Context: an optimization exercise on an open-source flow, tuned for small area. The choices shown serve that exercise and are no tape-out recipe.
Where RTL was checked, it was by simulation tests only, not by an equivalence proof against the original.

==> build 50: inputs <==
// dwt_pe
module dwt_pe #(parameter DATA_WIDTH = 32)
(
    input clk,
    input rst,
    input[DATA_WIDTH-1:0] transform1,
    input[DATA_WIDTH-1:0] transform2,
    input[DATA_WIDTH-1:0] transform3,
    input[DATA_WIDTH-1:0] transform4,
    input[DATA_WIDTH-1:0] transform5,
    input[DATA_WIDTH-1:0] transform6,
    input[DATA_WIDTH-1:0] data_in1,
    input[DATA_WIDTH-1:0] data_in2,
    input[DATA_WIDTH-1:0] data_in3,
    input[DATA_WIDTH-1:0] data_in4,
    input[DATA_WIDTH-1:0] data_in5,
    input[DATA_WIDTH-1:0] data_in6,
    output reg [DATA_WIDTH-1:0] data_out
);
    reg [3:0] t;
    wire hi = t[0];
    wire [5:0] ks;
    assign ks[0] = (t[3:1] == 3'd0);
    assign ks[1] = (t[3:1] == 3'd1);
    assign ks[2] = (t[3:1] == 3'd2);
    assign ks[3] = (t[3:1] == 3'd3);
    assign ks[4] = (t[3:1] == 3'd4);
    assign ks[5] = (t[3:1] == 3'd5);
    wire [31:0] ta = (transform1 & {32{ks[0]}}) | (transform2 & {32{ks[1]}}) |
                     (transform3 & {32{ks[2]}}) | (transform4 & {32{ks[3]}}) |
                     (transform5 & {32{ks[4]}}) | (transform6 & {32{ks[5]}});
    wire [31:0] db = (data_in1 & {32{ks[0]}}) | (data_in2 & {32{ks[1]}}) |
                     (data_in3 & {32{ks[2]}}) | (data_in4 & {32{ks[3]}}) |
                     (data_in5 & {32{ks[4]}}) | (data_in6 & {32{ks[5]}});
    reg  [23:0] acc;      
    reg         stk;      
    reg         g1, g0;   
    reg  [8:0]  es;       
    reg         sg, ex;   
    wire [23:0] ma = {|ta[30:23], ta[22:0]};
    wire [23:0] mb = {|db[30:23], db[22:0]};
    wire [35:0] s;
    dwt_mul_booth mul (.a(ma), .b(mb), .hi(hi), .c(acc), .s(s));
    wire [8:0]  esum;
    wire [8:0]  ec;
    assign ec[0] = 1'b0;
    genvar gi;
    generate for (gi = 0; gi < 8; gi = gi + 1) begin : g_es
  ...
==> module dwt_fadd, before the edit <==
module dwt_fadd (
    input  [31:0] x,
    input  [31:0] y,
    output [31:0] z
);
    wire [7:0]  ex = x[30:23];
    wire [7:0]  ey = y[30:23];
    wire        e_lt = ex < ey;
    wire        e_eq = ex == ey;
    wire        m_lt = x[22:0] < y[22:0];
    wire        swap = e_lt | (e_eq & m_lt);   
    wire        exc  = (&ex) | (&ey);
    wire        sub  = x[31] ^ y[31];
    wire [7:0]  dxy  = ex - ey;
    wire [7:0]  dyx  = ey - ex;
    wire [7:0]  d    = e_lt ? dyx : dxy;
    wire [7:0]  ea   = e_lt ? ey : ex;
    wire [7:0]  ea1  = ea + 8'd1;
    wire [23:0] sx   = {|ex, x[22:0]};
    wire [23:0] sy   = {|ey, y[22:0]};
    wire [23:0] sa   = swap ? sy : sx;
    wire [23:0] sb   = swap ? sx : sy;
    wire [23:0] sbs  = sb >> d;
    wire [24:0] S = {1'b0, sa} + {1'b0, sbs ^ {24{sub}}} + {24'd0, sub};
    wire        sbz = ~(|sbs);
    wire [24:0] T = {S[24] & ~sub, S[23:0]};
    reg  [4:0]  sh;
    integer i;
    always @* begin
        sh = 5'd25;
        for (i = 0; i < 24; i = i + 1)
            if (S[i]) sh = 5'd24 - i[4:0];
        if (sbz) sh = 5'd1;
        if (~sub) sh = {4'd0, ~S[24]};
    end
    wire [24:0] N = T << sh;
    wire [7:0]  en = ea1 - {3'd0, sh};
    assign z = exc ? 32'd0 : {swap ? y[31] : x[31], en, N[23:1]};
endmodule
Settings: LEC_CHECK=0, ABC_AREA=1, CAP_MARGIN=20, CORE_MARGIN=2, CORE_UTILIZATION=40, PLACE_DENSITY=0.6, SLEW_MARGIN=20; clock period 10.0 ns.
standard.sh (not shown) runs the stock make flow with config.mk's settings and CLKGATE_MAP_FILE= SYNTH_SCRIPT=/design/flow/synth_recipe.tcl, a recipe that flattens the netlist after the stock synthesis.
==> flow/flow/run.sh <==
#!/bin/bash
# The standard layout (standard.sh) with three changes:
#  - port buffers are buf_1, the smallest buffer, instead of the resizer's
#    own pick (clkdlybuf4s50_1);
#  - synthesis extracts full adders (extract_fa) before the quick abc pass of
#    yosys's fine step rather than after it, so the explicit full adders of
#    the RTL map to fa_1 cells without inverters between them;
#  - the final technology mapping uses flow/map.abc (one &nf pass with area
#    recovery) in place of ORFS's ABC script.
# The rest of synthesis is synth_recipe.tcl and ORFS's synth.tcl unchanged, so
# the registers (their inference, names and cells) are the standard ones.
set -euo pipefail
W=$PWD
sed -e "s|^source \$::env(SCRIPTS_DIR)/synth_preamble.tcl\$|&\nlset abc_args 1 $W/flow/map.abc|" \
    -e 's|^  synth -top $::env(DESIGN_NAME) -run fine: {\*}$synth_full_args$|  synth -top $::env(DESIGN_NAME) -run fine:check -noabc {*}$synth_full_args\n  extract_fa\n  techmap -map $::env(ADDER_MAP_FILE)\n  techmap\n  opt -fast\n  abc -fast\n  opt -fast\n  synth -top $::env(DESIGN_NAME) -run check: {*}$synth_full_args|' \
    "$FLOW_HOME/scripts/synth.tcl" > "$W/synth_map.tcl"
grep -q "^lset abc_args 1 " "$W/synth_map.tcl"
grep -q "^  extract_fa$" "$W/synth_map.tcl"
sed "s|source \$::env(SCRIPTS_DIR)/synth.tcl|source $W/synth_map.tcl|" \
    "$W/synth_recipe.tcl" > "$W/synth_recipe_map.tcl"
grep -q "synth_map.tcl" "$W/synth_recipe_map.tcl"
sed "s|SYNTH_SCRIPT=[^ ]*|SYNTH_SCRIPT=$W/synth_recipe_map.tcl|" "$W/standard.sh" > "$W/standard_map.sh"
grep -q "synth_recipe_map.tcl" "$W/standard_map.sh"
export BUFFER_PORTS_ARGS="-buffer_cell sky130_fd_sc_hd__buf_1"
bash "$W/standard_map.sh" > "$W/standard.log" 2>&1
==> flow/flow/map.abc <==
&get -n
&st
&dch
&nf -p -R 50
&put
buffer -c
topo
stime -c
upsize -c
dnsize -c
==> build 46 (differences from build 50) <==
--- a/flow/design.v
+++ b/flow/design.v
@@ -690,5 +690,6 @@
     wire        e_eq = ex == ey;
     wire        m_lt = x[22:0] < y[22:0];
-    wire        swap = e_lt | (e_eq & m_lt);   
+    wire        rev  = e_eq & m_lt;            
+    wire        swap = e_lt | rev;             
     wire        exc  = (&ex) | (&ey);
     wire        sub  = x[31] ^ y[31];
@@ -697,12 +698,11 @@
     wire [7:0]  d    = e_lt ? dyx : dxy;
     wire [7:0]  ea   = e_lt ? ey : ex;
-    wire [7:0]  ea1  = ea + 8'd1;
     wire [23:0] sx   = {|ex, x[22:0]};
     wire [23:0] sy   = {|ey, y[22:0]};
-    wire [23:0] sa   = swap ? sy : sx;
-    wire [23:0] sb   = swap ? sx : sy;
+    wire [23:0] sa   = e_lt ? sy : sx;
+    wire [23:0] sb   = e_lt ? sx : sy;
     wire [23:0] sbs  = sb >> d;
-    wire [24:0] S = {1'b0, sa} + {1'b0, sbs ^ {24{sub}}} + {24'd0, sub};
-    wire        sbz = ~(|sbs);
+    wire [24:0] S = {1'b0, sa ^ {24{sub & rev}}} + {1'b0, sbs ^ {24{sub & ~rev}}} + {24'd0, sub};
+    wire        sbz = rev ? ~(|sa) : ~(|sbs);
     wire [24:0] T = {S[24] & ~sub, S[23:0]};
     reg  [4:0]  sh;
@@ -716,5 +716,5 @@
     end
     wire [24:0] N = T << sh;
-    wire [7:0]  en = ea1 - {3'd0, sh};
+    wire [7:0]  en = ea + 8'd1 - {3'd0, sh};
     assign z = exc ? 32'd0 : {swap ? y[31] : x[31], en, N[23:1]};
 endmodule
==> flow/flow/map.abc (replaced) <==
&get -n
&st
&dch
&nf -p -R 20 -F 8
&put
buffer -c
topo
stime -c
upsize -c
dnsize -c
==> qor summary <==
| metric | build 46 | build 50 |
|---|---|---|
| Result of the run | timing/DRC/antenna clean | timing/DRC/antenna clean |
| Post-DP HPWL | 76.8 mm | 65.6 mm |
| Fraction of area in registers | 16.3% | 16.5% |
| Global-route usage over all layers | 30.7% | 27.8% |
| Diode count | 3 | 4 |
| Cell type of the slowest stage on the worst timing path | sky130_fd_sc_hd__fa_1 | sky130_fd_sc_hd__edfxtp_1 |
| Largest net degree at the start of global routing | 68 | 65 |
| Slack of the worst reg-to-reg path | 430 ps | 510 ps |
| Post-detailed-route wirelength per cell | 24.5 um | 22.1 um |
| Data buffer area share | 10.4% | 10.4% |
| Worst endpoint data arrival time | 9780 ps | 9680 ps |
| Final-layout clock-cell area share | 2.25% | 2.33% |
| Final min period | 9570 ps | 9490 ps |
| Global placement routability congestion | 1.05 | 0.973 |
| Die area | 59300 um2 | 57900 um2 |
| Met3 track demand over resource in global routing | 4.21% | 3.34% |
| Core region area | 56600 um2 | 55200 um2 |
| Global-route wire length before repair | 140 mm | 125 mm |
| Post-synthesis instance total | 2680 | 2603 |
| Vias in the first global route | 23000 | 21600 |
| Multi-input combinational area share | 65.8% | 65.5% |
| Met2 usage in global routing | 53.3% | 46.6% |
| Total via count in the routed design | 23200 | 22400 |
Function not checked in build 46: the RTL went through the layout flow alone.

[port drivers added, routing unchanged]
No port has a modelled driver above. Below, the same layouts with a new extraction and two added sets of constraints.
Step 1 (the two cells are an assumption about what drives the block):
set clk [get_ports {clk}]
set_driving_cell -lib_cell sky130_fd_sc_hd__clkbuf_16 $clk
set_driving_cell -lib_cell sky130_fd_sc_hd__buf_2 [delete_from_list [all_inputs] $clk]
Step 2 also shifts input and output timing later by t, the mid clock arrival at the registers, as if the neighbouring blocks saw the same clock.
Slacks: no drivers / after step 1 / after step 2; pairs: no drivers / after step 1.
run | t, ns | setup WS [ns] | worst setup path after step 2 | worst register clock-pin slew, ns | worst data-port slew with drivers (ns)
build 50 | 0.502 | 0.513 / 0.513 / 0.187 | input to register | 0.09 / 0.09 | 0.16
build 46 | 0.510 | 0.432 / 0.432 / 0.432 | register to register | 0.08 / 0.08 | 0.12
After both steps every run listed still meets setup and hold. The setup slack of build 50, which loses most, moves by 0.000 ns with the drivers and by -0.326 ns with both steps.
